What follows belongs to an exercise in optimizing a design on an open flow for small area and a short achievable clock period; a production flow would make more cautious choices. No functional check of the RTL was part of any run shown here. Power figures rest on the tool's default switching activity, not on a simulated workload.

==> design.v <==
`default_nettype none
module as2650(
	input clk,
	input rst,
	input [7:0] bus_in,
	output [7:0] bus_out,
	output le_lo,
	output le_hi,
	output OEb,
	output WEb,
	output bus_dir,
	output IOC,
	output IOD,
	input [6:0] irqs,
	output flag,
	input sense,
	output [7:0] ext_io_addr,
	output io_bus_cyc,
	output io_bus_we,
	output [7:0] io_bus_out,
	input [7:0] io_bus_in,
	output [7:0] debug_psl,
	output [7:0] debug_psu,
	output [32:0] la_data_out,
	input wb_hidden_rom_enable,
	output reg cpu_hidden_rom_enable,
	output WE_ram
);
localparam FETCH = 0;
localparam PARAM1 = 1;
localparam PARAM2 = 2;
localparam DATA1 = 3;
localparam IO1 = 4;
localparam IO2 = 5;
localparam INVALID = 6;
localparam HALT = 7;
localparam EXT_IO1 = 8;
localparam EXT_IO2 = 9;
localparam EXT_IO3 = 10;
localparam EXT_IO4 = 11;
localparam INTERRUPT_ACTION1 = 12;
reg trap;
reg [2:0] irq_num;
reg [7:0] r0, r1, r2, r3, r5, r6, r7;
reg [7:0] psu;
reg [7:0] psl;
assign debug_psu = psu;
assign debug_psl = psl;
assign flag = psu[6];
reg [15:0] stack [15:0];
reg [12:0] PC;
reg [2:0] page_reg;
reg [11:0] ivectors_base;
reg [15:0] last_addr;
reg [3:0] cycle;
reg [7:0] insin;
reg [15:0] instruction_args_latch;
reg extend;
reg [1:0] warmup;
reg halted;
wire reset = rst || warmup != 2'b00;
reg indirect_cyc;
reg [1:0] indexed_cyc;
reg relative_cyc;
reg [2:0] chirp_ptr;
wire [3:0] sp = psu[3:0];
wire [3:0] sp_m1 = sp - 4'd1;
wire [3:0] sp_p1 = sp + 4'd1;
wire [15:0] TOS = stack[sp_m1];
wire [7:0] r1_v = psl[4] ? r5 : r1;
wire [7:0] r2_v = psl[4] ? r6 : r2;
wire [7:0] r3_v = psl[4] ? r7 : r3;
assign la_data_out = {halted, r3_v, r2_v, r1_v, r0};
function [7:0] rd;
	input [1:0] a;
	begin
		case(a)
			2'd1: rd = r1_v;
			2'd2: rd = r2_v;
			2'd3: rd = r3_v;
			default: rd = r0;
		endcase
	end
endfunction
wire [7:0] instruction = cycle == FETCH ? bus_in : insin;
wire is_RETURN = (instruction[7:2] == 6'b000101 || instruction[7:2] == 6'b001101) && !extend;
wire is_DAR = instruction[7:2] == 6'b100101 && !extend;
wire is_CLR = instruction[7:2] == 6'h31 && !extend;
wire is_EXT = instruction == 8'hB7 && !extend;
wire is_HALT = instruction == 8'h40 && !extend;
wire is_NOP = instruction == 8'hC0 && !extend;
wire is_XCHG = instruction == 8'h91 && !extend;
wire is_MUL = instruction == 8'h90 && !extend;
wire is_ZBR = (instruction == 8'h9B || instruction == 8'hBB) && !extend;
wire is_BXA = (instruction == 8'h9F || instruction == 8'hBF) && !extend;
wire is_LPS = instruction[7:1] == 7'h49 && !extend;
wire is_SPS = instruction[7:1] == 7'h09 && !extend;
wire is_BRANCH = instruction[4:3] == 2'b11;
wire needs_param = (instruction[3:2] == 2'b01 || instruction[3:2] == 2'b10) && !is_RETURN && !is_DAR && !is_CLR && !is_EXT && !extend;
wire needs_2_param = instruction[3:2] == 2'b11 || (extend && instruction[3:2] == 2'b10);
wire is_indexed = ((instruction[3:2] == 2'b11 && instruction_args_latch[14:13] != 2'b00) && !is_BRANCH && !indirect_cyc && !extend) || (extend && (instruction[7:2] == 6'h03 || instruction[7:2] == 6'h33));
wire is_indirect_pre = (instruction[3:2] == 2'b10 || instruction[3:2] == 2'b11) && !indirect_cyc && !extend;
wire is_indirect_p1 = bus_in[7] && is_indirect_pre;
wire is_indirect_p2 = instruction_args_latch[15] && is_indirect_pre;
wire is_store = (instruction[7:4] == 4'hC && !is_NOP && !extend) || (instruction[7:3] == 5'h19 && extend);
wire is_COM = instruction[7:4] == 4'hE && !extend;
wire is_ALU_op = !instruction[4] && !is_store && !is_HALT && !is_COM && (!extend || instruction[3] == 1);
wire is_immediate = instruction[3:2] == 2'b01;
wire is_zero_reg = instruction[3:2] == 2'b00;
wire is_add_sub = instruction[7:5] == 3'h4 || instruction[7:5] == 3'h5;
wire is_relative = instruction[3:2] == 2'b10;
wire is_PUSH = instruction == 8'h10 && !extend;
wire is_POP = instruction == 8'h11 && !extend;
wire is_TPS = instruction[7:1] == 7'h5A && !extend;
wire is_CPS = instruction[7:1] == 7'h3A && !extend;
wire is_PPS = instruction[7:1] == 7'h3B && !extend;
wire is_RRR = instruction[7:2] == 6'h14 && !extend;
wire is_RRL = instruction[7:2] == 6'h34 && !extend;
wire is_TMI = instruction[7:2] == 6'h3D && !extend;
wire is_IO_READ = (instruction[7:2] == 6'h0C || instruction[7:2] == 6'h1C) && !extend;
wire is_IO_WRITE = (instruction[7:2] == 6'h2C || instruction[7:2] == 6'h3C) && !extend;
wire is_CPL = instruction[7:2] == 6'h38 && extend;
wire is_PSHS = instruction == 8'h10 && extend;
wire is_POPS = instruction == 8'h11 && extend;
wire is_SVB = instruction == 8'h12 && extend;
wire is_CHRP = instruction == 8'h13 && extend;
wire is_EXT_IO = (instruction[7:2] == 6'h15 || instruction[7:2] == 6'h35) && !extend;
wire is_TRAP = instruction == 8'h90 && extend;
wire is_CLRT = instruction == 8'h91 && extend;
wire is_LIR = instruction == 8'h92 && extend;
wire is_SIR = instruction == 8'h93 && extend;
wire [2:0] instr_reg_a = {psl[4], instruction[1:0]};
wire [7:0] instr_reg_v = rd(instruction[1:0]);
wire is_store_q = (insin[7:4] == 4'hC && insin != 8'hC0 && !extend) || (insin[7:3] == 5'h19 && extend);
wire is_IO_READ_q = (insin[7:2] == 6'h0C || insin[7:2] == 6'h1C) && !extend;
wire is_IO_WRITE_q = (insin[7:2] == 6'h2C || insin[7:2] == 6'h3C) && !extend;
wire [7:0] instr_reg_v_q = rd(insin[1:0]);
wire [12:0] PC_p1 = PC + 13'd1;
wire q_RETURN = (insin[7:2] == 6'b000101 || insin[7:2] == 6'b001101) && !extend;
wire q_DAR = insin[7:2] == 6'b100101 && !extend;
wire q_CLR = insin[7:2] == 6'h31 && !extend;
wire q_EXT = insin == 8'hB7 && !extend;
wire q_HALT = insin == 8'h40 && !extend;
wire q_NOP = insin == 8'hC0 && !extend;
wire q_XCHG = insin == 8'h91 && !extend;
wire q_MUL = insin == 8'h90 && !extend;
wire q_ZBR = (insin == 8'h9B || insin == 8'hBB) && !extend;
wire q_BXA = (insin == 8'h9F || insin == 8'hBF) && !extend;
wire q_LPS = insin[7:1] == 7'h49 && !extend;
wire q_SPS = insin[7:1] == 7'h09 && !extend;
wire q_BRANCH = insin[4:3] == 2'b11;
wire q_needs_param = (insin[3:2] == 2'b01 || insin[3:2] == 2'b10) && !q_RETURN && !q_DAR && !q_CLR && !q_EXT && !extend;
wire q_needs_2_param = insin[3:2] == 2'b11 || (extend && insin[3:2] == 2'b10);
wire q_indexed = ((insin[3:2] == 2'b11 && instruction_args_latch[14:13] != 2'b00) && !q_BRANCH && !indirect_cyc && !extend) || (extend && (insin[7:2] == 6'h03 || insin[7:2] == 6'h33));
wire q_indirect_pre = (insin[3:2] == 2'b10 || insin[3:2] == 2'b11) && !indirect_cyc && !extend;
wire q_indirect_p1 = bus_in[7] && q_indirect_pre;
wire q_indirect_p2 = instruction_args_latch[15] && q_indirect_pre;
wire q_store = (insin[7:4] == 4'hC && !q_NOP && !extend) || (insin[7:3] == 5'h19 && extend);
wire q_COM = insin[7:4] == 4'hE && !extend;
wire q_ALU_op = !insin[4] && !q_store && !q_HALT && !q_COM && (!extend || insin[3] == 1);
wire q_immediate = insin[3:2] == 2'b01;
wire q_zero_reg = insin[3:2] == 2'b00;
wire q_add_sub = insin[7:5] == 3'h4 || insin[7:5] == 3'h5;
wire q_relative = insin[3:2] == 2'b10;
wire q_PUSH = insin == 8'h10 && !extend;
wire q_POP = insin == 8'h11 && !extend;
wire q_TPS = insin[7:1] == 7'h5A && !extend;
wire q_CPS = insin[7:1] == 7'h3A && !extend;
wire q_PPS = insin[7:1] == 7'h3B && !extend;
wire q_RRR = insin[7:2] == 6'h14 && !extend;
wire q_RRL = insin[7:2] == 6'h34 && !extend;
wire q_TMI = insin[7:2] == 6'h3D && !extend;
wire q_IO_READ = (insin[7:2] == 6'h0C || insin[7:2] == 6'h1C) && !extend;
wire q_IO_WRITE = (insin[7:2] == 6'h2C || insin[7:2] == 6'h3C) && !extend;
wire q_CPL = insin[7:2] == 6'h38 && extend;
wire q_PSHS = insin == 8'h10 && extend;
wire q_POPS = insin == 8'h11 && extend;
wire q_SVB = insin == 8'h12 && extend;
wire q_CHRP = insin == 8'h13 && extend;
wire q_EXT_IO = (insin[7:2] == 6'h15 || insin[7:2] == 6'h35) && !extend;
wire q_TRAP = insin == 8'h90 && extend;
wire q_CLRT = insin == 8'h91 && extend;
wire q_LIR = insin == 8'h92 && extend;
wire q_SIR = insin == 8'h93 && extend;
wire q_CC_BRANCH = insin[7:4] == 4'h1 || insin[7:4] == 4'h3 || insin[7:4] == 4'h9 || insin[7:4] == 4'hB;
wire q_REG_BRANCH = !q_CC_BRANCH;
wire q_BRANCH_SUB = insin[7:4] != 4'hF && insin[5:4] == 2'b11;
wire [2:0] instr_reg_a_q = {psl[4], insin[1:0]};
wire [12:0] PC_p2 = PC + 13'd2;
wire [12:0] PC_p3 = PC + 13'd3;
wire [12:0] PC_p23 = needs_2_param ? PC_p3 : PC_p2;
wire [7:0] rel_lo = {1'b0, PC_p1[6:0]} + {1'b0, bus_in[6:0]};
wire [5:0] rel_hi_p1 = PC_p1[12:7] + 6'd1;
wire [5:0] rel_hi_m1 = PC_p1[12:7] - 6'd1;
wire [5:0] rel_hi = rel_lo[7] == bus_in[6] ? PC_p1[12:7] : (rel_lo[7] ? rel_hi_p1 : rel_hi_m1);
wire [12:0] relative_eff_address_pre = {rel_hi, rel_lo[6:0]};
wire [15:0] relative_eff_address = {page_reg, relative_eff_address_pre};
wire is_CC_BRANCH = instruction[7:4] == 4'h1 || instruction[7:4] == 4'h3 || instruction[7:4] == 4'h9 || instruction[7:4] == 4'hB;
wire is_REG_BRANCH = !is_CC_BRANCH;
wire is_BRANCH_SUB = instruction[7:4] != 4'hF && instruction[5:4] == 2'b11;
wire [7:0] reg_plus_1 = instr_reg_v + 8'd1;
wire [7:0] reg_minus_1 = instr_reg_v - 8'd1;
wire bcr_nonzero = instruction[7:4] == 4'hD ? instr_reg_v != 8'hFF : (instruction[7:4] == 4'hF ? instr_reg_v != 8'h01 : instr_reg_v != 8'h00);
wire should_branch = (is_CC_BRANCH && instruction[7] && psl[7:6] != instruction[1:0]) || (is_CC_BRANCH && !instruction[7] && instruction[1:0] == 2'b11) || (is_CC_BRANCH && !instruction[7] && psl[7:6] == instruction[1:0] || (is_REG_BRANCH && bcr_nonzero)) || is_ZBR || is_BXA;
wire [15:0] zbr_target = {(bus_in[6] ? 10'b0000000111 : 10'h000), bus_in[5:0]};
wire is_interrupt_cycle = cycle == INTERRUPT_ACTION1;
wire is_data_fetch_cycle = relative_cyc || indirect_cyc || cycle == DATA1 || is_interrupt_cycle;
wire is_instr_fetch_cycle = (cycle == FETCH || cycle == PARAM1 || cycle == PARAM2) && !is_data_fetch_cycle;
wire indexed_data1 = indexed_cyc != 2'b00 && cycle == DATA1;
wire IO_cyc = cycle == IO1 || cycle == IO2;
reg [15:0] requested_addr;
wire hit = last_addr == requested_addr;
wire hi_eq = requested_addr[15:8] == last_addr[15:8];
wire lo_eq = requested_addr[7:0] == last_addr[7:0];
wire mem_cyc = (is_instr_fetch_cycle || is_data_fetch_cycle) && !IO_cyc;
wire le_lo_act = mem_cyc && !lo_eq && hi_eq;
wire le_hi_act = mem_cyc && !hi_eq;
assign le_lo = le_lo_act && !reset;
assign le_hi = le_hi_act && !reset;
wire write_cyc = (cycle == DATA1 || (cycle == PARAM1 && relative_cyc)) && is_store_q;
wire [7:0] alu_instr_reg_q = indexed_data1 ? r0 : instr_reg_v_q;
assign OEb = !(((is_instr_fetch_cycle || is_data_fetch_cycle) && hit) || (IO_cyc && is_IO_READ_q)) || reset || write_cyc;
assign WE_ram = write_cyc && !reset && hit;
assign WEb = !(write_cyc || (is_IO_WRITE_q && cycle == IO1)) || reset || (!hit && !IO_cyc);
assign bus_out = is_IO_WRITE_q && IO_cyc ? instr_reg_v_q : (le_lo_act ? requested_addr[7:0] : (le_hi_act ? requested_addr[15:8] : alu_instr_reg_q));
assign bus_dir = !(!WEb || le_lo_act || le_hi_act || (is_IO_WRITE_q && IO_cyc)) || reset;
assign IOC = IO_cyc && !insin[6];
assign io_bus_cyc = cycle == EXT_IO3 || cycle == EXT_IO4;
assign io_bus_we = insin[7];
assign io_bus_out = instr_reg_v_q;
assign ext_io_addr = instruction_args_latch[15:8];
assign IOD = IO_cyc && insin[6];
reg [15:0] mul_res;
function [1:0] fadd;
	input x, y, z;
	begin
		fadd = {(x & y) | (x & z) | (y & z), x ^ y ^ z};
	end
endfunction
integer mi, mj;
reg [7:0] ms, mc;
reg [1:0] mt;
always @(*) begin
	for(mj = 0; mj < 8; mj = mj + 1) begin
		ms[mj] = r0[mj] & r1_v[0];
		mc[mj] = 1'b0;
	end
	mul_res[0] = ms[0];
	for(mi = 1; mi < 8; mi = mi + 1) begin
		for(mj = 0; mj < 8; mj = mj + 1) begin
			mt = fadd(r0[mj] & r1_v[mi], mj < 7 ? ms[mj + 1] : 1'b0, mc[mj]);
			ms[mj] = mt[0];
			mc[mj] = mt[1];
		end
		mul_res[mi] = ms[0];
	end
	mul_res[15:8] = {1'b0, ms[7:1]} + mc;
end
wire [7:0] rrr = psl[3] ? {psl[0], instr_reg_v[7:1]} : {instr_reg_v[0], instr_reg_v[7:1]};
wire [7:0] rrl = psl[3] ? {instr_reg_v[6:0], psl[0]} : {instr_reg_v[6:0], instr_reg_v[7]};
wire [7:0] alu_instr_reg = indexed_data1 ? r0 : instr_reg_v;
wire [7:0] alu_input1 = is_zero_reg ? r0 : alu_instr_reg;
wire [7:0] alu_input2 = is_zero_reg ? instr_reg_v : bus_in;
wire [2:0] alu_op = instruction[7:5];
wire alu_inv = alu_op != 3'd4;
wire alu_cin = alu_op == 3'd4 ? (psl[3] && psl[0]) : (alu_op == 3'd5 ? (!psl[3] || psl[0]) : 1'b0);
wire [8:0] alu_sum = {1'b0, alu_input1} + {1'b0, alu_inv ? ~alu_input2 : alu_input2} + {8'h00, alu_cin};
reg [8:0] alu_next;
always @(*) begin
	case(alu_op)
		1: alu_next = {psl[0], alu_input1 ^ alu_input2};
		2: alu_next = {psl[0], alu_input1 & alu_input2};
		3: alu_next = {psl[0], alu_input1 | alu_input2};
		4: alu_next = alu_sum;
		5: alu_next = alu_sum;
		default: alu_next = {psl[0], alu_input2};
	endcase
end
wire next_idc = alu_next[4] != alu_input1[4] ^ (alu_op == 5 ? ~alu_input2[4] : alu_input2[4]);
wire next_ovf = alu_input1[7] == alu_input2[7] && alu_next[7] != alu_input1[7];
wire cmp_eq = alu_input1 == alu_input2;
wire cmp_gt = alu_sum[8];
wire [1:0] cmp_cc = cmp_eq ? 2'b00 : ((psl[1] || alu_input1[7] == alu_input2[7]) ? (cmp_gt ? 2'b01 : 2'b10) : (alu_input1[7] ? 2'b10 : 2'b01));
function [1:0] cc_of;
	input [7:0] v;
	begin
		cc_of = v[7] ? 2'b10 : (v != 8'h00 ? 2'b01 : 2'b00);
	end
endfunction
wire [55:0] chirp_tab = {7'd10, 7'd13, 7'h21, 7'h70, 7'h72, 7'h69, 7'h68, 7'h43};
wire [6:0] chirpchar = chirp_tab[{chirp_ptr, 3'b000} - {3'b000, chirp_ptr} +: 7];
wire [7:0] irqs_all = {irqs[6], irqs[5], irqs[4], trap, irqs[3], irqs[2], irqs[1], irqs[0]};
wire [2:0] irq_enc = irqs_all[7] ? 3'h7 : (irqs_all[6] ? 3'h6 : (irqs_all[5] ? 3'h5 : (irqs_all[4] ? 3'h4 : (irqs_all[3] ? 3'h3 : (irqs_all[2] ? 3'h2 : (irqs_all[1] ? 3'h1 : 3'h0))))));
localparam WB_ALU = 4'd0, WB_REG = 4'd1, WB_INC = 4'd2, WB_DEC = 4'd3, WB_NOT = 4'd4, WB_CHRP = 4'd5, WB_ZERO = 4'd6, WB_R0 = 4'd7,
	WB_DAR = 4'd8, WB_RRR = 4'd9, WB_RRL = 4'd10, WB_PSL = 4'd11, WB_PSU = 4'd12, WB_BUS = 4'd13, WB_IO = 4'd14;
localparam PCS_HOLD = 3'd0, PCS_P1 = 3'd1, PCS_P23 = 3'd2, PCS_REL = 3'd3, PCS_ZBR = 3'd4, PCS_ABS = 3'd5, PCS_TOS = 3'd6;
localparam ITS_HOLD = 3'd0, ITS_ZBR = 3'd1, ITS_REL = 3'd2, ITS_IND2 = 3'd3, ITS_INT = 3'd4;
localparam A_HOLD = 2'd0, A_BUS = 2'd1, A_REG = 2'd2;
localparam ST_PC = 2'd0, ST_R10 = 2'd1, ST_PS = 2'd2;
localparam PR_MUL = 2'd0, PR_XCHG = 2'd1, PR_TOS = 2'd2;
localparam INS_HOLD = 3'd0, INS_BUS = 3'd1, INS_0C = 3'd2, INS_CC = 3'd3, INS_3F = 3'd4;
localparam ALL_FIELDS = 2'd0, ALL_TOS = 2'd1, ALL_R0 = 2'd2, ALL_CP = 2'd3;
localparam CC_HOLD = 3'd0, CC_CMP = 3'd1, CC_WB = 3'd2, CC_MUL = 3'd3, CC_01 = 3'd4, CC_TPS = 3'd5, CC_TMI = 3'd6;
localparam F_HOLD = 2'd0, F_ALU = 2'd1, F_RRR = 2'd2, F_RRL = 2'd3;
localparam SP_HOLD = 2'd0, SP_INC = 2'd1, SP_DEC = 2'd2;
localparam II_HOLD = 2'd0, II_CLR = 2'd1, II_SET = 2'd2;
wire [3:0] bcr_sel = instruction[7:4] == 4'hD ? WB_INC : (instruction[7:4] == 4'hF ? WB_DEC : WB_REG);
wire [3:0] bcr_sel_q = insin[7:4] == 4'hD ? WB_INC : (insin[7:4] == 4'hF ? WB_DEC : WB_REG);
reg trap_n;
reg [2:0] irq_num_n;
reg [11:0] ivb_n;
reg [3:0] cycle_n;
reg extend_n, halted_n, ind_n, rel_n;
reg [1:0] idx_n;
reg [2:0] chirp_n;
reg chre_n;
reg wb_en;
reg [2:0] wb_a;
reg [3:0] wb_sel;
reg pr_en;
reg [1:0] pr_sel;
reg st_en;
reg [1:0] st_sel;
reg [2:0] pc_sel, it_sel, ins_sel, cc_sel;
reg [1:0] ah_sel, al_sel, psl_all, psu_all, c_sel, idc_sel, sp_sel, ii_sel;
reg ovf_sel, cp_set;
always @(*) begin
	trap_n = trap;
	irq_num_n = irq_num;
	ivb_n = ivectors_base;
	cycle_n = cycle;
	extend_n = extend;
	halted_n = halted;
	ind_n = indirect_cyc;
	rel_n = relative_cyc;
	idx_n = indexed_cyc;
	chirp_n = chirp_ptr;
	chre_n = cpu_hidden_rom_enable;
	wb_en = 1'b0;
	wb_a = instr_reg_a;
	wb_sel = WB_ALU;
	pr_en = 1'b0;
	pr_sel = PR_MUL;
	st_en = 1'b0;
	st_sel = ST_PC;
	pc_sel = PCS_HOLD;
	it_sel = ITS_HOLD;
	ins_sel = INS_HOLD;
	ah_sel = A_HOLD;
	al_sel = A_HOLD;
	psl_all = ALL_FIELDS;
	psu_all = ALL_FIELDS;
	cc_sel = CC_HOLD;
	c_sel = F_HOLD;
	idc_sel = F_HOLD;
	ovf_sel = 1'b0;
	sp_sel = SP_HOLD;
	ii_sel = II_HOLD;
	cp_set = 1'b0;
	case(cycle)
	FETCH: begin
		ind_n = 1'b0;
		rel_n = 1'b0;
		idx_n = 2'b00;
		if(hit) begin
			pc_sel = PCS_P1;
			ins_sel = INS_BUS;
			if(is_LIR) begin
				ah_sel = A_REG;
				al_sel = A_REG;
				cycle_n = DATA1;
				extend_n = 1'b0;
				ins_sel = INS_0C;
			end else if(is_SIR) begin
				ah_sel = A_REG;
				al_sel = A_REG;
				cycle_n = DATA1;
				extend_n = 1'b0;
				ins_sel = INS_CC;
			end else if(needs_param || needs_2_param) begin
				if(is_BRANCH && !should_branch) begin
					pc_sel = PCS_P23;
					cycle_n = FETCH;
					if(is_REG_BRANCH) begin
						wb_en = 1'b1;
						wb_sel = bcr_sel;
					end
				end else cycle_n = PARAM1;
			end else begin
				if(is_HALT) halted_n = 1'b1;
				extend_n = is_EXT;
				if(is_CPL) begin
					wb_en = 1'b1;
					wb_sel = WB_NOT;
				end
				if(is_TRAP) trap_n = 1'b1;
				if(is_CLRT) trap_n = 1'b0;
				if(is_XCHG) begin
					pr_en = 1'b1;
					pr_sel = PR_XCHG;
				end
				if(is_PUSH) begin
					st_en = 1'b1;
					st_sel = ST_R10;
					sp_sel = SP_INC;
				end
				if(is_POP) begin
					pr_en = 1'b1;
					pr_sel = PR_TOS;
					sp_sel = SP_DEC;
				end
				if(is_PSHS) begin
					st_en = 1'b1;
					st_sel = ST_PS;
					sp_sel = SP_INC;
				end
				if(is_POPS) begin
					psl_all = ALL_TOS;
					psu_all = ALL_TOS;
				end
				if(is_SVB) ivb_n = {r1_v, r0[7:4]};
				if(is_CHRP) begin
					wb_en = 1'b1;
					wb_a = 3'b000;
					wb_sel = WB_CHRP;
					chirp_n = chirp_ptr + 3'd1;
					cc_sel = CC_01;
				end
				if(is_CLR) begin
					wb_en = 1'b1;
					wb_sel = WB_ZERO;
				end
				if(is_RETURN) begin
					if(instruction[1:0] == 2'b11 || instruction[1:0] == psl[7:6]) begin
						pc_sel = PCS_TOS;
						sp_sel = SP_DEC;
						if(instruction[5]) ii_sel = II_CLR;
					end
				end
				if(is_MUL) begin
					pr_en = 1'b1;
					pr_sel = PR_MUL;
					cc_sel = CC_MUL;
				end
				if(is_COM && is_zero_reg) begin
					cc_sel = CC_CMP;
				end else if(is_ALU_op && is_zero_reg) begin
					wb_en = 1'b1;
					wb_a = 3'b000;
					wb_sel = WB_ALU;
					c_sel = F_ALU;
					cc_sel = CC_WB;
					if(is_add_sub) begin
						idc_sel = F_ALU;
						ovf_sel = 1'b1;
					end
				end else if(is_store && !is_NOP && is_zero_reg) begin
					wb_en = 1'b1;
					wb_sel = WB_R0;
					cc_sel = CC_WB;
				end
				if(is_DAR) begin
					wb_en = 1'b1;
					wb_sel = WB_DAR;
				end
				if(is_RRR) begin
					if(psl[3]) begin
						c_sel = F_RRR;
						idc_sel = F_RRR;
					end
					cc_sel = CC_WB;
					wb_en = 1'b1;
					wb_sel = WB_RRR;
				end
				if(is_RRL) begin
					if(psl[3]) begin
						c_sel = F_RRL;
						idc_sel = F_RRL;
					end
					cc_sel = CC_WB;
					wb_en = 1'b1;
					wb_sel = WB_RRL;
				end
				if(is_LPS) begin
					if(instruction[0]) psl_all = ALL_R0;
					else psu_all = ALL_R0;
				end
				if(is_SPS) begin
					wb_en = 1'b1;
					wb_a = 3'b000;
					wb_sel = instruction[0] ? WB_PSL : WB_PSU;
					cc_sel = CC_WB;
				end
				cycle_n = is_HALT ? HALT : (is_IO_READ || is_IO_WRITE ? IO1 : FETCH);
			end
		end
	end
	PARAM1: begin
		if(hit) begin
			if(is_instr_fetch_cycle) pc_sel = PCS_P1;
			if(q_immediate || relative_cyc) begin
				if(q_store) begin
				end else if(q_ALU_op) begin
					wb_en = 1'b1;
					wb_sel = WB_ALU;
					c_sel = F_ALU;
					cc_sel = CC_WB;
					if(q_add_sub) begin
						idc_sel = F_ALU;
						ovf_sel = 1'b1;
					end
				end else begin
					if(q_TPS) cc_sel = CC_TPS;
					if(q_CPS) begin
						cp_set = 1'b0;
						if(insin[0]) psl_all = ALL_CP;
						else psu_all = ALL_CP;
					end
					if(q_PPS) begin
						cp_set = 1'b1;
						if(insin[0]) psl_all = ALL_CP;
						else psu_all = ALL_CP;
					end
					if(q_COM) cc_sel = CC_CMP;
					if(q_TMI) cc_sel = CC_TMI;
				end
				cycle_n = q_EXT_IO ? EXT_IO1 : FETCH;
				extend_n = 1'b0;
				rel_n = 1'b0;
			end else if(q_needs_2_param || indirect_cyc) begin
				cycle_n = PARAM2;
			end else if(q_relative && q_indirect_p1) begin
				it_sel = q_ZBR ? ITS_ZBR : ITS_REL;
				ind_n = 1'b1;
			end else if(q_relative && !q_indirect_p1) begin
				if(q_BRANCH) begin
					if(q_BRANCH_SUB) begin
						st_en = 1'b1;
						sp_sel = SP_INC;
					end
					pc_sel = q_ZBR ? PCS_ZBR : PCS_REL;
					if(q_REG_BRANCH) begin
						wb_en = 1'b1;
						wb_sel = bcr_sel_q;
					end
					extend_n = 1'b0;
					cycle_n = FETCH;
				end else begin
					rel_n = 1'b1;
					it_sel = ITS_REL;
				end
			end
			ah_sel = A_BUS;
		end
	end
	PARAM2: begin
		if(hit) begin
			if(is_instr_fetch_cycle) pc_sel = PCS_P1;
			if(!indirect_cyc && instruction_args_latch[14:13] != 2'b00 && !q_BRANCH) begin
				idx_n = q_indexed ? instruction_args_latch[14:13] : 2'b00;
				if(q_indexed && instruction_args_latch[14:13] != 2'b11 && !extend) begin
					wb_en = 1'b1;
					wb_sel = instruction_args_latch[14:13] == 2'b01 ? WB_INC : WB_DEC;
				end
			end
			if(q_indirect_p2 && !indirect_cyc) begin
				ind_n = 1'b1;
				it_sel = ITS_IND2;
				cycle_n = PARAM1;
			end else if(q_BRANCH) begin
				if(insin == 8'h1F) chre_n = 1'b0;
				if(q_BRANCH_SUB) begin
					st_en = 1'b1;
					sp_sel = SP_INC;
				end
				pc_sel = PCS_ABS;
				if(q_REG_BRANCH) begin
					wb_en = 1'b1;
					wb_sel = bcr_sel_q;
				end
				cycle_n = FETCH;
				extend_n = 1'b0;
			end else cycle_n = DATA1;
			al_sel = A_BUS;
		end
	end
	DATA1: begin
		if(hit) begin
			ind_n = 1'b0;
			idx_n = 2'b00;
			if(q_store) begin
			end else if(q_COM) begin
				cc_sel = CC_CMP;
			end else if(q_ALU_op) begin
				wb_en = 1'b1;
				wb_a = indexed_data1 ? 3'b000 : instr_reg_a_q;
				wb_sel = WB_ALU;
				c_sel = F_ALU;
				cc_sel = CC_WB;
				if(q_add_sub) begin
					idc_sel = F_ALU;
					ovf_sel = 1'b1;
				end
			end
			cycle_n = FETCH;
			extend_n = 1'b0;
		end
	end
	IO1: begin
		cycle_n = IO2;
	end
	IO2: begin
		if(q_IO_READ) begin
			wb_en = 1'b1;
			wb_sel = WB_BUS;
			cc_sel = CC_WB;
		end
		cycle_n = FETCH;
	end
	EXT_IO1: begin
		cycle_n = EXT_IO2;
	end
	EXT_IO2: begin
		cycle_n = EXT_IO3;
	end
	EXT_IO3: begin
		cycle_n = EXT_IO4;
	end
	EXT_IO4: begin
		if(!insin[7]) begin
			wb_en = 1'b1;
			wb_sel = WB_IO;
			cc_sel = CC_WB;
		end
		cycle_n = FETCH;
	end
	INTERRUPT_ACTION1: begin
		ins_sel = INS_3F;
		ind_n = 1'b1;
		it_sel = ITS_INT;
		ii_sel = II_SET;
		cycle_n = PARAM1;
	end
	default: begin
	end
	endcase
	if(cycle == HALT || (cycle == FETCH && !hit)) begin
		if(irqs != 7'h00 && !psu[5]) begin
			irq_num_n = irq_enc;
			cycle_n = INTERRUPT_ACTION1;
		end
	end
end
wire [7:0] dar_res = {instr_reg_v[7:4] + (psl[0] ? 4'h0 : 4'hA), instr_reg_v[3:0] + (psl[5] ? 4'h0 : 4'hA)};
reg [7:0] wb_d;
always @(*) begin
	case(wb_sel)
		WB_REG: wb_d = instr_reg_v;
		WB_INC: wb_d = reg_plus_1;
		WB_DEC: wb_d = reg_minus_1;
		WB_NOT: wb_d = ~instr_reg_v;
		WB_CHRP: wb_d = {1'b0, chirpchar};
		WB_ZERO: wb_d = 8'h00;
		WB_R0: wb_d = r0;
		WB_DAR: wb_d = dar_res;
		WB_RRR: wb_d = rrr;
		WB_RRL: wb_d = rrl;
		WB_PSL: wb_d = psl;
		WB_PSU: wb_d = psu;
		WB_BUS: wb_d = bus_in;
		WB_IO: wb_d = io_bus_in;
		default: wb_d = alu_next[7:0];
	endcase
end
reg [15:0] pr_d;
always @(*) begin
	case(pr_sel)
		PR_XCHG: pr_d = {r0, r1_v};
		PR_TOS: pr_d = TOS;
		default: pr_d = mul_res;
	endcase
end
reg [15:0] st_d;
always @(*) begin
	case(st_sel)
		ST_R10: st_d = {r1_v, r0};
		ST_PS: st_d = {psu, psl};
		default: st_d = {page_reg, indirect_cyc ? PC : PC_p1};
	endcase
end
wire [7:0] abs_hi = indirect_cyc || extend ? instruction_args_latch[15:8] : {page_reg[2], instruction_args_latch[14:8]};
wire [7:0] abs_hi_p1 = abs_hi + 8'd1;
wire [8:0] abs_lo = {1'b0, bus_in} + {1'b0, q_BXA ? r3_v : 8'h00};
wire [15:0] abs_target = {abs_lo[8] ? abs_hi_p1 : abs_hi, abs_lo[7:0]};
reg [15:0] pcp_n;
always @(*) begin
	case(pc_sel)
		PCS_P1: pcp_n = {page_reg, PC_p1};
		PCS_P23: pcp_n = {page_reg, PC_p23};
		PCS_REL: pcp_n = relative_eff_address;
		PCS_ZBR: pcp_n = zbr_target;
		PCS_ABS: pcp_n = abs_target;
		PCS_TOS: pcp_n = TOS;
		default: pcp_n = {page_reg, PC};
	endcase
end
wire [2:0] page_n = pcp_n[15:13];
wire [12:0] PC_n = pcp_n[12:0];
wire it_step_up = cycle == PARAM1 && hit;
wire it_step_down = cycle == PARAM2 && hit;
wire [15:0] it_held = requested_addr + (it_step_down ? 16'hFFFF : {15'h0000, it_step_up});
reg [15:0] it_n;
always @(*) begin
	case(it_sel)
		ITS_ZBR: it_n = zbr_target;
		ITS_REL: it_n = relative_eff_address;
		ITS_IND2: it_n = q_BRANCH ? {page_reg[2], instruction_args_latch[14:8], bus_in} : {page_reg, instruction_args_latch[12:8], bus_in};
		ITS_INT: it_n = {ivectors_base, irq_num, 1'b0};
		default: it_n = it_held;
	endcase
end
wire [15:0] args_n = {ah_sel == A_BUS ? bus_in : (ah_sel == A_REG ? r3_v : instruction_args_latch[15:8]),
					al_sel == A_BUS ? bus_in : (al_sel == A_REG ? r2_v : instruction_args_latch[7:0])};
reg [7:0] insin_n;
always @(*) begin
	case(ins_sel)
		INS_BUS: insin_n = bus_in;
		INS_0C: insin_n = 8'h0C;
		INS_CC: insin_n = 8'hCC;
		INS_3F: insin_n = 8'h3F;
		default: insin_n = insin;
	endcase
end
wire [15:0] last_n = {le_hi_act ? requested_addr[15:8] : last_addr[15:8], le_lo_act ? requested_addr[7:0] : last_addr[7:0]};
reg [1:0] cc_n;
always @(*) begin
	case(cc_sel)
		CC_CMP: cc_n = cmp_cc;
		CC_WB: cc_n = cc_of(wb_d);
		CC_MUL: cc_n = mul_res[15] ? 2'b10 : ((r0 != 8'h00 && r1_v != 8'h00) ? 2'b01 : 2'b00);
		CC_01: cc_n = 2'b01;
		CC_TPS: cc_n = (((insin[0] ? psl : psu) & bus_in) == bus_in) ? 2'b00 : 2'b01;
		CC_TMI: cc_n = ((instr_reg_v_q & bus_in) == instr_reg_v_q) ? 2'b00 : 2'b01;
		default: cc_n = psl[7:6];
	endcase
end
reg c_n, idc_n;
always @(*) begin
	case(c_sel)
		F_ALU: c_n = alu_next[8];
		F_RRR: c_n = instr_reg_v[0];
		F_RRL: c_n = instr_reg_v[7];
		default: c_n = psl[0];
	endcase
	case(idc_sel)
		F_ALU: idc_n = next_idc;
		F_RRR: idc_n = instr_reg_v[6];
		F_RRL: idc_n = instr_reg_v[4];
		default: idc_n = psl[5];
	endcase
end
wire ovf_n = ovf_sel ? next_ovf : psl[2];
wire [3:0] sp_n = sp_sel == SP_INC ? sp_p1 : (sp_sel == SP_DEC ? sp_m1 : sp);
wire ii_n = ii_sel == II_CLR ? 1'b0 : (ii_sel == II_SET ? 1'b1 : psu[5]);
reg [7:0] psl_n, psu_n;
always @(*) begin
	case(psl_all)
		ALL_TOS: psl_n = TOS[7:0];
		ALL_R0: psl_n = r0;
		ALL_CP: psl_n = cp_set ? (psl | bus_in) : (psl & ~bus_in);
		default: psl_n = {cc_n, idc_n, psl[4:3], ovf_n, psl[1], c_n};
	endcase
	case(psu_all)
		ALL_TOS: psu_n = {TOS[15:12], sp_m1};
		ALL_R0: psu_n = r0;
		ALL_CP: psu_n = cp_set ? (psu | bus_in) : (psu & ~bus_in);
		default: psu_n = {sense, psu[6], ii_n, psu[4], sp_n};
	endcase
end
wire fetch_n = (cycle_n == FETCH || cycle_n == PARAM1 || cycle_n == PARAM2) && !(rel_n || ind_n);
wire [7:0] index_n = (cycle == PARAM2 && !indirect_cyc && !extend && instruction_args_latch[14:13] == 2'b01) ? instr_reg_v_q + 8'd1 :
					((cycle == PARAM2 && !indirect_cyc && !extend && instruction_args_latch[14:13] == 2'b10) ? instr_reg_v_q - 8'd1 : instr_reg_v_q);
wire [7:0] d1_hi = indirect_cyc || extend ? instruction_args_latch[15:8] : {page_reg, instruction_args_latch[12:8]};
wire [7:0] d1_hi_p1 = d1_hi + 8'd1;
wire [8:0] d1_lo = {1'b0, bus_in} + {1'b0, idx_n != 2'b00 ? index_n : 8'h00};
wire [15:0] d1_addr = cycle == PARAM2 ? {d1_lo[8] ? d1_hi_p1 : d1_hi, d1_lo[7:0]} :
					(cycle == FETCH ? {page_reg, r3_v[4:0], r2_v} : requested_addr);
wire [15:0] req_n = cycle_n == DATA1 ? d1_addr : (fetch_n ? pcp_n : ((ind_n || rel_n) ? it_n : 16'h0000));
always @(posedge clk) begin
	if(reset) begin
		requested_addr <= 16'h0000;
		psl <= 8'h00;
		psu <= 8'h20;  
		cycle <= 4'h0;
		last_addr <= 16'hAAAA;
		insin <= 8'h00;
		PC <= 13'h0000;
		extend <= 1'b0;
		warmup <= rst ? 2'b11 : warmup - 2'd1;
		halted <= 1'b0;
		indirect_cyc <= 1'b0;
		relative_cyc <= 1'b0;
		indexed_cyc <= 2'b00;
		page_reg <= 3'b000;
		ivectors_base <= 12'h000;
		chirp_ptr <= 3'b000;
		trap <= 1'b0;
		cpu_hidden_rom_enable <= wb_hidden_rom_enable;
	end else begin
		trap <= trap_n;
		requested_addr <= req_n;
		irq_num <= irq_num_n;
		psu <= psu_n;
		psl <= psl_n;
		PC <= PC_n;
		page_reg <= page_n;
		ivectors_base <= ivb_n;
		last_addr <= last_n;
		cycle <= cycle_n;
		insin <= insin_n;
		extend <= extend_n;
		halted <= halted_n;
		indirect_cyc <= ind_n;
		relative_cyc <= rel_n;
		indexed_cyc <= idx_n;
		chirp_ptr <= chirp_n;
		cpu_hidden_rom_enable <= chre_n;
	end
end
always @(posedge clk) begin
	if(!reset && st_en) stack[sp] <= st_d;
end
wire [7:0] wd_lo = (pr_en ? pr_d[7:0] : wb_d) & {8{!reset}};
wire [7:0] wd_hi = (pr_en ? pr_d[15:8] : wb_d) & {8{!reset}};
wire [7:0] wd = wb_d & {8{!reset}};
wire wr_any = wb_en && !pr_en;
always @(posedge clk) begin
	if(reset || pr_en || (wr_any && wb_a[1:0] == 2'd0)) r0 <= wd_lo;
	if(reset || (pr_en && !psl[4]) || (wr_any && wb_a == 3'd1)) r1 <= wd_hi;
	if(reset || (pr_en && psl[4]) || (wr_any && wb_a == 3'd5)) r5 <= wd_hi;
	if(reset || (wr_any && wb_a == 3'd2)) r2 <= wd;
	if(reset || (wr_any && wb_a == 3'd3)) r3 <= wd;
	if(reset || (wr_any && wb_a == 3'd6)) r6 <= wd;
	if(reset || (wr_any && wb_a == 3'd7)) r7 <= wd;
end
always @(posedge clk) begin
	instruction_args_latch <= args_n;
end
endmodule
==> flow/run.sh <==
#!/bin/bash
# The standard layout (standard.sh: the standard flow's own synthesis and ORFS flow), except that the
# input and output ports are buffered with sky130_fd_sc_hd__buf_2 cells instead of the
# cell buffer_ports picks by default. Make's full output goes to flow_make.log here.
set -euo pipefail
export BUFFER_PORTS_ARGS="-buffer_cell sky130_fd_sc_hd__buf_2"
bash standard.sh finish > flow_make.log 2>&1
==> standard.sh <==
#!/bin/bash
# synth_recipe.tcl (not shown) runs the flow's synth.tcl, then flattens the netlist and writes it again
# the make line also repeats each setting of config.mk as NAME=value (left out here)
make -C /OpenROAD-flow-scripts/flow DESIGN_CONFIG=/design/flow/config.mk WORK_HOME=/design/flow/orfs CLKGATE_MAP_FILE= SYNTH_SCRIPT=/design/flow/synth_recipe.tcl "${@:-finish}"
==> config.mk <==
export PLATFORM = sky130hd
export DESIGN_NAME = as2650
export DESIGN_NICKNAME = as2650
export VERILOG_FILES = /design/flow/design.v
export SDC_FILE = /design/flow/constraint.sdc
export NUM_CORES = 4
export LEC_CHECK = 0
export CAP_MARGIN = 20
export CORE_MARGIN = 2
export CORE_UTILIZATION = 40
export SLEW_MARGIN = 20
==> constraint.sdc <==
create_clock -name core_clock -period 16.0 [get_ports {clk}]
set_input_delay 3.2000 -clock core_clock [delete_from_list [all_inputs] [get_ports {clk}]]
set_output_delay 3.2000 -clock core_clock [all_outputs]
set_load 0.01 [all_outputs]
==> results of run 1 <==
-- cells by family (layout without fill, tap and decap cells) --
kind of cell / count (synthesis) / in the layout
xor gates and xnor gates: 133 / 133
adders and majority gates: 179 / 179
and+or+nand+nor: 980 / 980
DFF: 424 / 424
AOI/OAI and AO/OA: 826 / 826
buffers and inverters: 378 / 427
muxes: 225 / 225
other: 0 / 2
-- synthesized netlist by cell type, types with 23 or more instances --
library cell  number
edfxtp_1         326
nor2_1           307
nand2_1          244
a21oi_1          219
clkbuf_1         184
o21ai_0          161
inv_1            143
ha_1             128
dfxtp_1           98
mux2i_1           93
mux4_2            87
xnor2_1           82
and2_1            72
nand3_1           69
nor3_1            68
xor2_1            51
fa_1              50
a221oi_1          49
a22oi_1           42
mux2_2            41
nand2b_1          38
a211oi_1          32
nor2b_1           32
nor4_1            32
a21o_1            26
a31oi_1           25
o21a_1            24
o22ai_1           23
-- worst paths after layout --
| kind | start | slack (ns) | to |
|---|---|---|---|
| max | bus_in[3] | 7.14 | psl[6]$_SDFFE_PN0P_ |
| min | halted$_SDFFE_PN0P_ | 0.47 | halted$_SDFFE_PN0P_ |
| max reg2reg | psl[4]$_SDFFE_PN0N_ | 8.12 | psl[6]$_SDFFE_PN0P_ |
| min reg2reg | halted$_SDFFE_PN0P_ | 0.47 | halted$_SDFFE_PN0P_ |
-- critical path, stage by stage --
cell and delay [ns]:
buf_2 0.40, mux2i_1 0.33, ha_1 0.61, nand2_1 0.26
nor2_1 0.10, a41oi_1 0.26, buf_4 0.22, nand3_2 0.24
or2_1 0.46, nor4_1 0.92, a21oi_1 0.22, inv_1 0.15
ha_1 0.46, or3_1 0.21, or4_1 0.18, nand2_1 0.07
or3b_2 0.49, nor2_1 0.10, nand4b_1 0.10, o311a_1 0.35
-- report_power, final --
group | internal (mW) | switching, mW | total [mW]
clock network | 0.602 | 0.472 | 1.07
registers | 1.18 | 0.00382 | 1.18
logic | 0.0747 | 0.167 | 0.242
-- cell type report --
| cell class | instances | area (um2) |
|---|---|---|
| fillers | 7292 | 42100 |
| inverters | 146 | 549 |
| well taps | 1030 | 1290 |
| repair buffers | 195 | 1190 |
| clock inverters | 27 | 249 |
| multi-input cells | 2343 | 17700 |
| clock buffers | 59 | 1240 |
| diodes | 2 | 5.00 |
| flip-flops and latches | 424 | 11800 |
-- cells in the final DEF, fill, tap and decap left out, drive strengths merged, types with 72 or more instances in the layout --
cell type / Yosys / routed
a21oi: 220 / 220
and2: 72 / 72
buf: 47 / 194
dfxtp: 98 / 98
edfxtp: 326 / 326
ha: 128 / 128
inv: 145 / 147
mux2i: 95 / 95
mux4: 87 / 87
nand2: 244 / 244
nor2: 308 / 308
o21ai: 173 / 173
xnor2: 82 / 82
-- layer usage --
layer	global-route usage (%)	part of all wire, %
met1	39.8	39
met2	44.4	43
met3	6.43	11
met4	17.1	6.8
met5	0	0.011
==> out/qor.tcl, run 1 <==
set qor(status) {complete, no violations}
set qor(synth_area_per_cell_um2) 9.77
set qor(crit_required_ns) 16.50
set qor(post-place-ws_ns) 6.75
set qor(slew_violations) 0
set qor(placement.io_buffers) 111
set qor(grt_remaining_overflow) 0
set qor(dominantRegCellSynth) {edfxtp_1}
set qor(hpwl_dp_um) 84500
set qor(slew_headroom_pct) 14.5
set qor(holdPathStages) 2
set qor(max-cap-violations) 0
set qor(grt_setup_unrepaired) {false}
set qor(number_of_flip_flops_under_the_largest_register_name) 256
set qor(synth_top_family_by_area) {compound AO/OA/AOI/OAI gates}
set qor(clkSlewWorstSetupHoldPaths_ns) 0.06
set qor(cts_buffers) 47
set qor(ctsHoldBuffers) 0
set qor(final_nets) 3362
set qor(setup_viol) 0
set qor(detailroute.via_count) 27000
set qor(synthArstFlopShare_pct) 0
set qor(synth-seq-area-share_pct) 38.2
set qor(period_needed_ns) 8.86
set qor(antenna_violating_nets_post_route) 0
set qor(drc) 0
set qor(postCtsSetupBuffers) 0
set qor(grt_max_degree) 51
set qor(tightest_slew_ns) 1.27
set qor(fraction_of_layout_instances_using_a_drive_strength_above_1_pct) 14.5
set qor(synth_top_cell_area_share_pct) 31.8
set qor(cell_taking_the_most_area_after_synthesis) {edfxtp_1}
set qor(yosys.area_share.simple_pct) 15.4
set qor(crit_arrival_ns) 9.36
set qor(drt_pass1_iterations) 7
set qor(die_h_um) 281
set qor(postSynthRegisterBits) 424
set qor(power.density_nw_per_um2) 73.7
set qor(r2r_cells) 27
set qor(cts_repair_resize_count) 0
set qor(fmax_mhz) 113
set qor(detailedRoute.firstIterationViolations) 3806
set qor(insertion_delay_to_the_later_sink_of_the_worst_skew_pair_ns) 0.62
set qor(irDropWorstVdd_mv) 0.138
set qor(global_route_wire_length_before_repair_um) 173000
set qor(antenna_found_initial) 2
set qor(min_period_over_period_pct) 55.4
set qor(cts-htree-levels) 2
set qor(cts_sinks) 424
set qor(yosysUniqueCellTypes) 107
set qor(synth_xor_xnor_area_share_pct) 3.79
set qor(wirelength_um) 120000
set qor(initial_utilization_pct) 40.4
set qor(timing_worst_setup_path_type) {input pin to flop}
set qor(core_region_area_um2) 76100
set qor(post-route-util_pct) 44.6
set qor(pin_count) 112
set qor(fin_skew_ns) 0.0348
set qor(total_power_mw) 2.50
set qor(max_flop_register) {stack}
set qor(place.gp.congestion) 1.00
set qor(timing.critical_path.from_type) {input pin}
set qor(largestRegisters) {stack (256), last_addr (16), requested_addr (16)}
set qor(critPathMaxFanout) 27
set qor(hp-class) {flop to flop}
set qor(post_synth_mux_area_share_pct) 11.1
set qor(synth_enable_flop_cells) 326
set qor(crit_path_end_kind) {flop}
set qor(postLayoutSetupSlackWorst_ns) 7.14
set qor(synth_compound_area_share_pct) 18.0
set qor(syn_nets) 3350
set qor(synthCells) 3145
set qor(syn2layout_area_growth_pct) 10.4
set qor(final_cell_count_no_fill) 4226
set qor(cts_tree) {yes}
set qor(routed_via_density) 6.39
set qor(leakage_nw) 12.0
set qor(ys_top_cells_by_area) {edfxtp_1, dfxtp_1, mux4_2}
set qor(placement_rows) 101
set qor(cts_root_buffer) {clkbuf_16}
set qor(route.detailed.wl_per_inst_um) 28.4
set qor(numPlacedInstances) 4136
set qor(grtUsageTotal_pct) 29.7
set qor(mappedNetlistArea_um2) 30700
set qor(synth_adder_area_share_pct) 8.50
set qor(fp.dieArea_um2) 79100
set qor(placed_area_um2) 32400
set qor(final_hold_violation_count) 0
set qor(cts.path.max_buffers) 3
set qor(fin_hold_ws_ns) 0.469
set qor(floorplan.die.width_um) 281
set qor(fin_area_um2) 33900
set qor(synth.yosys.warnings) 1
set qor(vias_in_the_first_global_route) 25200
set qor(setup_tns_ns) 0
==> run 2: changes to the inputs <==
--- a/config.mk
+++ b/config.mk
@@ -8,4 +8,5 @@
 export CAP_MARGIN = 20
 export CORE_MARGIN = 2
 export CORE_UTILIZATION = 40
+export CTS_BUF_LIST = sky130_fd_sc_hd__clkbuf_8
 export SLEW_MARGIN = 20
==> out/qor.tcl, run 2 <==
set qor(final_hold_violation_count) 0 ;# unchanged
set qor(antenna_violating_nets_post_route) 0 ;# unchanged
set qor(postCtsSetupBuffers) 0 ;# unchanged
set qor(crit_path_end_kind) {flop}
set qor(ys_top_cells_by_area) {edfxtp_1, dfxtp_1, mux4_2}
set qor(fin_skew_ns) 0.0698 ;# +0.0350 ns
set qor(route.detailed.wl_per_inst_um) 28.1 ;# -1.1%
set qor(dominantRegCellSynth) {edfxtp_1}
set qor(slew_violations) 0 ;# unchanged
set qor(status) {complete, no violations}
set qor(numPlacedInstances) 4136 ;# unchanged
set qor(insertion_delay_to_the_later_sink_of_the_worst_skew_pair_ns) 0.71 ;# +0.09 ns
set qor(synth_top_cell_area_share_pct) 31.8 ;# unchanged
set qor(setup_viol) 0 ;# unchanged
set qor(vias_in_the_first_global_route) 25500 ;# +1.2%
set qor(floorplan.die.width_um) 281 ;# unchanged
set qor(fin_area_um2) 33900 ;# -0.14%
set qor(crit_arrival_ns) 9.37 ;# about the same
set qor(hpwl_dp_um) 84500 ;# unchanged
set qor(ff_latch_area_um2) 11800 ;# unchanged
set qor(crit_chain) {buf_2, mux2i_1, ha_1, nand2_1, nor2_1, a41oi_1, buf_4, nand3_2, or2_1, nor4_1, a21oi_1, inv_1, ha_1, or3_1, or4_1, nand2_1, or3b_2, nor2_1, nand4b_1, o311a_1}
set qor(max_flop_register) {stack}
set qor(ctsHoldBuffers) 0 ;# unchanged
set qor(initial_utilization_pct) 40.4 ;# unchanged
set qor(final_common_cell) {edfxtp_1}
set qor(met2_layer_usage_reported_by_global_route_pct) 44.5 ;# +0.12 points
set qor(fraction_of_layout_instances_using_a_drive_strength_above_1_pct) 15.7 ;# +1.2 points
set qor(drc) 0 ;# unchanged
set qor(cts_buffers) 76 ;# +62%
set qor(synth-seq-area-share_pct) 38.2 ;# unchanged
set qor(yosysMostFrequentCell) {edfxtp_1}
set qor(cell_taking_the_most_area_after_synthesis) {edfxtp_1}
set qor(cp_num_buf_inv) 3 ;# unchanged
set qor(worst_path_cell_with_the_longest_stage_delay) {nor4_1}
set qor(tightest_slew_ns) 1.27 ;# -0.00522 ns
set qor(gr-usage-met3_pct) 6.66 ;# +0.23 points
set qor(critPathMaxFanout) 27 ;# unchanged
set qor(synthCells) 3145 ;# unchanged
set qor(globalRoute.busiestLayer) {met2}
set qor(setup_tns_ns) 0 ;# unchanged
set qor(min_period_over_period_pct) 54.8 ;# -0.59 points
set qor(clkSlewWorstSetupHoldPaths_ns) 0.06 ;# about the same
set qor(placement_rows) 101 ;# unchanged
set qor(die_h_um) 281 ;# unchanged
set qor(grt_setup_unrepaired) {false}
set qor(cpPeakStageDelay_ns) 0.92 ;# about the same
set qor(synth.yosys.warnings) 1 ;# unchanged
set qor(final_cell_count_no_fill) 4277 ;# +1.2%
set qor(detailedRoute.firstIterationViolations) 3828 ;# +0.58%
set qor(fillerInstances) 7333 ;# +0.56%
set qor(mappedNetlistArea_um2) 30700 ;# unchanged
set qor(total_power_mw) 2.42 ;# -3.2%
set qor(placed_area_um2) 32400 ;# unchanged
set qor(wirelength_um) 120000 ;# +0.12%
set qor(placement.io_buffers) 111 ;# unchanged
set qor(groute.layer.met1.usage_pct) 39.7 ;# -0.057 points
set qor(syn_nets) 3350 ;# unchanged
set qor(timing.critical_path.from_type) {input pin}
set qor(number_of_flip_flops_under_the_largest_register_name) 256 ;# unchanged
set qor(synth_enable_flop_cells) 326 ;# unchanged
set qor(grtUsageTotal_pct) 29.9 ;# +0.15 points
set qor(fp.dieArea_um2) 79100 ;# unchanged
set qor(antenna_found_initial) 3 ;# +1
set qor(cts.path.max_buffers) 3 ;# unchanged
set qor(max-cap-violations) 0 ;# unchanged
set qor(global_route_wire_length_before_repair_um) 174000 ;# +0.25%
set qor(fmax_mhz) 114 ;# +1.1%
set qor(postLayoutSetupSlackWorst_ns) 7.23 ;# +0.0944 ns
set qor(detailroute.via_count) 27200 ;# +0.60%
set qor(synth_common_cells) {edfxtp_1, nor2_1, nand2_1}
set qor(synthArstFlopShare_pct) 0 ;# unchanged
set qor(timing_worst_setup_path_type) {input pin to flop}
set qor(layout.cells.most_common_list) {edfxtp_1, nor2_1, nand2_1, a21oi_1, inv_1}
set qor(place.gp.congestion) 1.00 ;# unchanged
set qor(grt_max_degree) 51 ;# unchanged
set qor(power.density_nw_per_um2) 71.4 ;# -3.1%
set qor(synth_area_per_cell_um2) 9.77 ;# unchanged
set qor(core_region_area_um2) 76100 ;# unchanged
set qor(crit_required_ns) 16.60 ;# +0.10 ns
set qor(irDropWorstVdd_mv) 0.0867 ;# -37%
set qor(syn2layout_area_growth_pct) 10.2
set qor(cts_root_buffer) {clkbuf_8}
set qor(yosysUniqueCellTypes) 107 ;# unchanged
set qor(drt_pass1_iterations) 7 ;# unchanged
set qor(slew_headroom_pct) 14.8 ;# +0.35 points
set qor(period_needed_ns) 8.77 ;# -0.0944 ns
set qor(pin_count) 112 ;# unchanged
set qor(cp_top_family) {simple AND/OR/NAND/NOR gates}
set qor(postSynthRegisterBits) 424 ;# unchanged
set qor(multiInputGateArea_um2) 17700 ;# unchanged
set qor(cts_repair_resize_count) 0 ;# unchanged
set qor(r2r_slack_ns) 8.14 ;# +0.02 ns
set qor(largestRegisters) {stack (256), last_addr (16), requested_addr (16)}
set qor(routed_via_density) 6.35 ;# -0.60%
set qor(cts_sinks) 424 ;# unchanged
set qor(cts_tree) {yes}
set qor(hp-class) {flop to flop}
set qor(final_nets) 3391 ;# +0.86%
set qor(cts-htree-levels) 3 ;# +1
set qor(grt_remaining_overflow) 0 ;# unchanged
set qor(leakage_nw) 12.1 ;# +0.78%
set qor(post-place-ws_ns) 6.75 ;# unchanged
## run 2: cell counts after synthesis
Identical to the previous run, type by type.
## run 2: where the power goes
| part | internal, mW | switching, mW |
|---|---|---|
| Sequential | 1.18 | 0.00379 |
| Combinational | 0.0746 | 0.167 |
| Clock | 0.495 | 0.499 |
## run 2: worst paths after layout
kind / from / cells after the start / to
worst max-delay path: bus_in[3] / 20 / psl[6]$_SDFFE_PN0P_
worst min register to register: halted$_SDFFE_PN0P_ / 2 / halted$_SDFFE_PN0P_
worst max register to register: psl[4]$_SDFFE_PN0N_ / 27 / psl[6]$_SDFFE_PN0P_
worst min-delay path: halted$_SDFFE_PN0P_ / 2 / halted$_SDFFE_PN0P_
## run 2: final cells by class
class	instances	area share [%]
multi-input combinational	2343	52.1
sequential	424	34.7
tap	1030	3.80
timing repair buffer	195	3.51
clock buffer	81	3.29
inverter	146	1.62
clock inverter	56	0.975
antenna	2	0.0148
## run 2: cells by family after synthesis
logic type	share of synthesized area, %
XOR/XNOR	3.79
flip-flops	38.2
AO/OA/AOI/OAI	18.0
buffers and inverters	4.92
adder cells (fa/ha/maj)	8.50
multiplexers	11.1
AND/OR/NAND/NOR	15.4
## run 2: metal layers
layer	vias up	routed length (um)
met5	-	11
met4	2	8710
met3	446	12800
met2	1717	51600
met1	13200	47100
li1	11800	-
## run 2: worst min-delay path, delay by kind of cell, from the launching register on
kind          cells  cell delay (ns)
simple gates      2             0.12
flops             1             0.33
## run 2: stage by stage
step                util [%]  hold WS [ns]
global placement        42.5         0.454
CTS                     44.4         0.482
detailed placement      42.5         0.468
floorplan                  -         0.441
finish                  44.5         0.471
global route            44.5         0.497
==> run 3: changes to the inputs <==
==> flow/run.sh (replaced) <==
#!/bin/bash
# The standard layout (standard.sh: the standard flow's own synthesis and ORFS flow) with two changes:
# - the input and output ports are buffered with sky130_fd_sc_hd__buf_2 cells instead of
#   the cell buffer_ports picks by default;
# - ORFS's repair_timing steps aim for 8 ns of setup slack rather than 0, so that they size
#   up the slowest paths; the clock and constraints are the design's.
# Make's full output goes to flow_make.log here; ORFS's own logs are under orfs/logs.
set -euo pipefail
export BUFFER_PORTS_ARGS="-buffer_cell sky130_fd_sc_hd__buf_2"
export SETUP_SLACK_MARGIN=8
export TNS_END_PERCENT=5
bash standard.sh finish > flow_make.log 2>&1
--- a/config.mk
+++ b/config.mk
@@ -8,5 +8,4 @@
 export CAP_MARGIN = 20
 export CORE_MARGIN = 2
 export CORE_UTILIZATION = 40
-export CTS_BUF_LIST = sky130_fd_sc_hd__clkbuf_8
 export SLEW_MARGIN = 20
==> out/qor.tcl, run 3 <==
set qor(post-route-util_pct) 44.9 ;# +0.30 points
set qor(timing_worst_setup_path_type) {input pin to primary output}
set qor(hpwl_dp_um) 84500 ;# unchanged
set qor(wirelength_um) 120000 ;# about the same
set qor(final_nets) 3377 ;# -0.41%
set qor(final_hold_violation_count) 0 ;# unchanged
set qor(placement_rows) 101 ;# unchanged
set qor(grt_setup_unrepaired) {true}
set qor(irDropWorstVdd_mv) 0.138 ;# +59%
set qor(fin_skew_ns) 0.0373 ;# -0.0325 ns
set qor(die_h_um) 281 ;# unchanged
set qor(slew_violations) 0 ;# unchanged
set qor(max-cap-violations) 0 ;# unchanged
set qor(cts_root_buffer) {clkbuf_16}
set qor(antenna_found_initial) 1 ;# -2
set qor(antenna_violating_nets_post_route) 0 ;# unchanged
set qor(setup_viol) 0 ;# unchanged
set qor(drt_pass1_iterations) 6 ;# -1
set qor(layout.cells.most_common_list) {edfxtp_1, nor2_1, nand2_1, a21oi_1, o21ai_0}
set qor(synth_area_per_cell_um2) 9.77 ;# unchanged
set qor(hp-class) {flop to flop}
set qor(global_route_wire_length_before_repair_um) 173000 ;# -0.30%
set qor(grt_remaining_overflow) 0 ;# unchanged
set qor(ys_top_cells_by_area) {edfxtp_1, dfxtp_1, mux4_2}
set qor(clkSlewWorstSetupHoldPaths_ns) 0.05 ;# about the same
set qor(timing.critical_path.from_type) {input pin}
set qor(core_region_area_um2) 76100 ;# unchanged
set qor(cts-htree-levels) 2 ;# -1
set qor(grtUsageTotal_pct) 29.7 ;# -0.16 points
set qor(status) {complete, no violations}
set qor(cell_taking_the_most_area_after_synthesis) {edfxtp_1}
set qor(synth.yosys.warnings) 1 ;# unchanged
set qor(fmax_mhz) 126 ;# +10%
set qor(leakage_nw) 12.0 ;# -0.19%
set qor(synth_common_cells) {edfxtp_1, nor2_1, nand2_1}
set qor(yosysMostFrequentCell) {edfxtp_1}
set qor(cts_sinks) 424 ;# unchanged
set qor(place.gp.congestion) 1.00 ;# unchanged
set qor(floorplan.die.width_um) 281 ;# unchanged
set qor(max_flop_register) {stack}
set qor(critPathMaxFanout) 43 ;# +59%
set qor(crit_required_ns) 12.80 ;# -3.80 ns
set qor(dominantRegCellSynth) {edfxtp_1}
set qor(synth_enable_flop_cells) 326 ;# unchanged
set qor(syn2layout_area_growth_pct) 11.0
set qor(postLayoutSetupSlackWorst_ns) 8.04 ;# +0.811 ns
set qor(pin_count) 112 ;# unchanged
set qor(synth_top_cell_area_share_pct) 31.8 ;# unchanged
set qor(fraction_of_layout_instances_using_a_drive_strength_above_1_pct) 15.3 ;# -0.42 points
set qor(cts_tree) {yes}
set qor(grt_max_degree) 51 ;# unchanged
set qor(detailedRoute.firstIterationViolations) 3748 ;# -2.1%
set qor(fp.dieArea_um2) 79100 ;# unchanged
set qor(detailroute.via_count) 27100 ;# -0.45%
set qor(cts_buffers) 47 ;# -38%
set qor(routed_via_density) 6.38 ;# +0.40%
set qor(ctsHoldBuffers) 0 ;# unchanged
set qor(crit_arrival_ns) 4.76 ;# -4.61 ns
set qor(crit_path_end_kind) {primary output}
set qor(synthCells) 3145 ;# unchanged
set qor(mappedNetlistArea_um2) 30700 ;# unchanged
set qor(post-place-ws_ns) 6.75 ;# unchanged
set qor(min_period_over_period_pct) 49.7 ;# -5.1 points
set qor(largestRegisters) {stack (256), last_addr (16), requested_addr (16)}
set qor(final_common_cell) {edfxtp_1}
set qor(vias_in_the_first_global_route) 25200 ;# -1.2%
set qor(synth-seq-area-share_pct) 38.2 ;# unchanged
set qor(tightest_slew_ns) 1.27 ;# +0.00808 ns
set qor(period_needed_ns) 7.96 ;# -0.811 ns
set qor(power.density_nw_per_um2) 73.4 ;# +2.8%
set qor(placement.io_buffers) 111 ;# unchanged
set qor(drc) 0 ;# unchanged
set qor(syn_nets) 3350 ;# unchanged
set qor(yosysUniqueCellTypes) 107 ;# unchanged
set qor(cts.path.max_buffers) 3 ;# unchanged
set qor(fin_area_um2) 34100 ;# +0.68%
set qor(insertion_delay_to_the_later_sink_of_the_worst_skew_pair_ns) 0.62 ;# -0.09 ns
set qor(fillerInstances) 7278 ;# -0.75%
set qor(slew_headroom_pct) 14.3 ;# -0.54 points
set qor(number_of_flip_flops_under_the_largest_register_name) 256 ;# unchanged
set qor(route.detailed.wl_per_inst_um) 28.3 ;# +0.81%
set qor(synthArstFlopShare_pct) 0 ;# unchanged
set qor(setup_tns_ns) 0 ;# unchanged
set qor(fin_hold_ws_ns) 0.469 ;# -0.00153 ns
set qor(initial_utilization_pct) 40.4 ;# unchanged
set qor(postSynthRegisterBits) 424 ;# unchanged
set qor(placed_area_um2) 32400 ;# unchanged
-- run 3: cell counts after synthesis --
No cell type changed its count.
-- run 3: worst paths after layout --
kind	startpoint	endpoint	slack (ns)	depth (start not counted)
max reg2reg	psl[4]$_SDFFE_PN0N_	psl[6]$_SDFFE_PN0P_	8.45	28
min	halted$_SDFFE_PN0P_	halted$_SDFFE_PN0P_	0.47	2
max	rst	bus_dir	8.04	10
min reg2reg	halted$_SDFFE_PN0P_	halted$_SDFFE_PN0P_	0.47	2
-- run 3: area by class of cell --
cell class	instances	area (um2)	area share (%)
Sequential cell	424	11800	34.5
Clock inverter	27	249	0.730
Multi-Input combinational cell	2343	17700	51.9
Clock buffer	59	1240	3.64
Antenna cell	2	5.00	0.0147
Tap cell	1030	1290	3.78
Inverter	146	553	1.62
Timing Repair Buffer	210	1310	3.82
-- run 3: critical path, stage by stage --
cell and delay (ns):
buf_2 0.13, nor2b_4 0.09, buf_4 0.34, clkinv_2 0.08, buf_4 0.30, a21oi_1 0.18, o21ai_0 0.12, nand2_1 0.07
nand2_1 0.05, buf_2 0.15
-- run 3: repair_timing --
item	4_1_cts	5_1_grt
gates resized for setup	3	12
endpoints found under the setup margin	37	172
setup buffers	0	16
hold endpoints to repair	0	0
-- run 3: kinds of logic (layout without fill, tap and decap cells) --
logic type,Yosys count,after routing,share of synthesized area [%]
xor+xnor,133,133,3.79
flops,424,424,38.2
compound gates,826,826,18.0
simple gates,980,980,15.4
other cells,0,2,0
mux,225,225,11.1
fa+ha+maj,179,179,8.50
buf+inv,378,442,4.92
-- run 3: per-stage QoR --
step	std cells	power (mW)
finish	4241	2.50
global placement	4136	1.44
global route	4239	2.57
floorplan	3145	1.35
CTS	4222	2.50
detailed placement	4136	1.44
-- run 3: power by group --
part	switching, mW	internal [mW]	leakage (nW)	total [mW]
Sequential	0.00389	1.18	3.45	1.18
Clock	0.472	0.602	0.720	1.07
Combinational	0.168	0.0778	7.85	0.246
Total	0.644	1.86	12.0	2.50
-- run 3: per-layer routing --
| metal | vias to the layer above | routed length, um | global-route usage (%) |
|---|---|---|---|
| li1 | 11800 | - | - |
| met1 | 13200 | 47300 | 39.7 |
| met2 | 1685 | 51900 | 44.4 |
| met3 | 400 | 12900 | 6.49 |
| met4 | 2 | 8000 | 17.0 |
| met5 | - | 11 | 0 |

==> separate check: timing with driven ports <==
In the flow no input, the clock included, has a driving cell. The finished layouts below were timed again as built, in two steps. Step 1 assumes that a clkbuf_16 drives the clock port and a buf_2 every other input. Step 2 adds t to the input delays and takes it off the output delays; t is the mean of the earliest and latest rising clock arrival at the registers after step 1. Input paths then give back, and output paths get back, about the clock's delay inside the block. Three values: ideal ports, drivers, drivers and shift; two values: the first two.
run	t (ns)	setup WS [ns]	worst setup path after step 2
run 1	0.667	7.135 / 7.178 / 6.511	input to register
run 2	0.738	7.230 / 7.267 / 6.529	input to register
run 3	0.671	8.040 / 8.012 / 7.425	input to register
After both steps setup and hold are still met in every run listed. The setup slack of run 2, which loses most, moves by +0.037 ns with the drivers and by -0.701 ns with both steps.
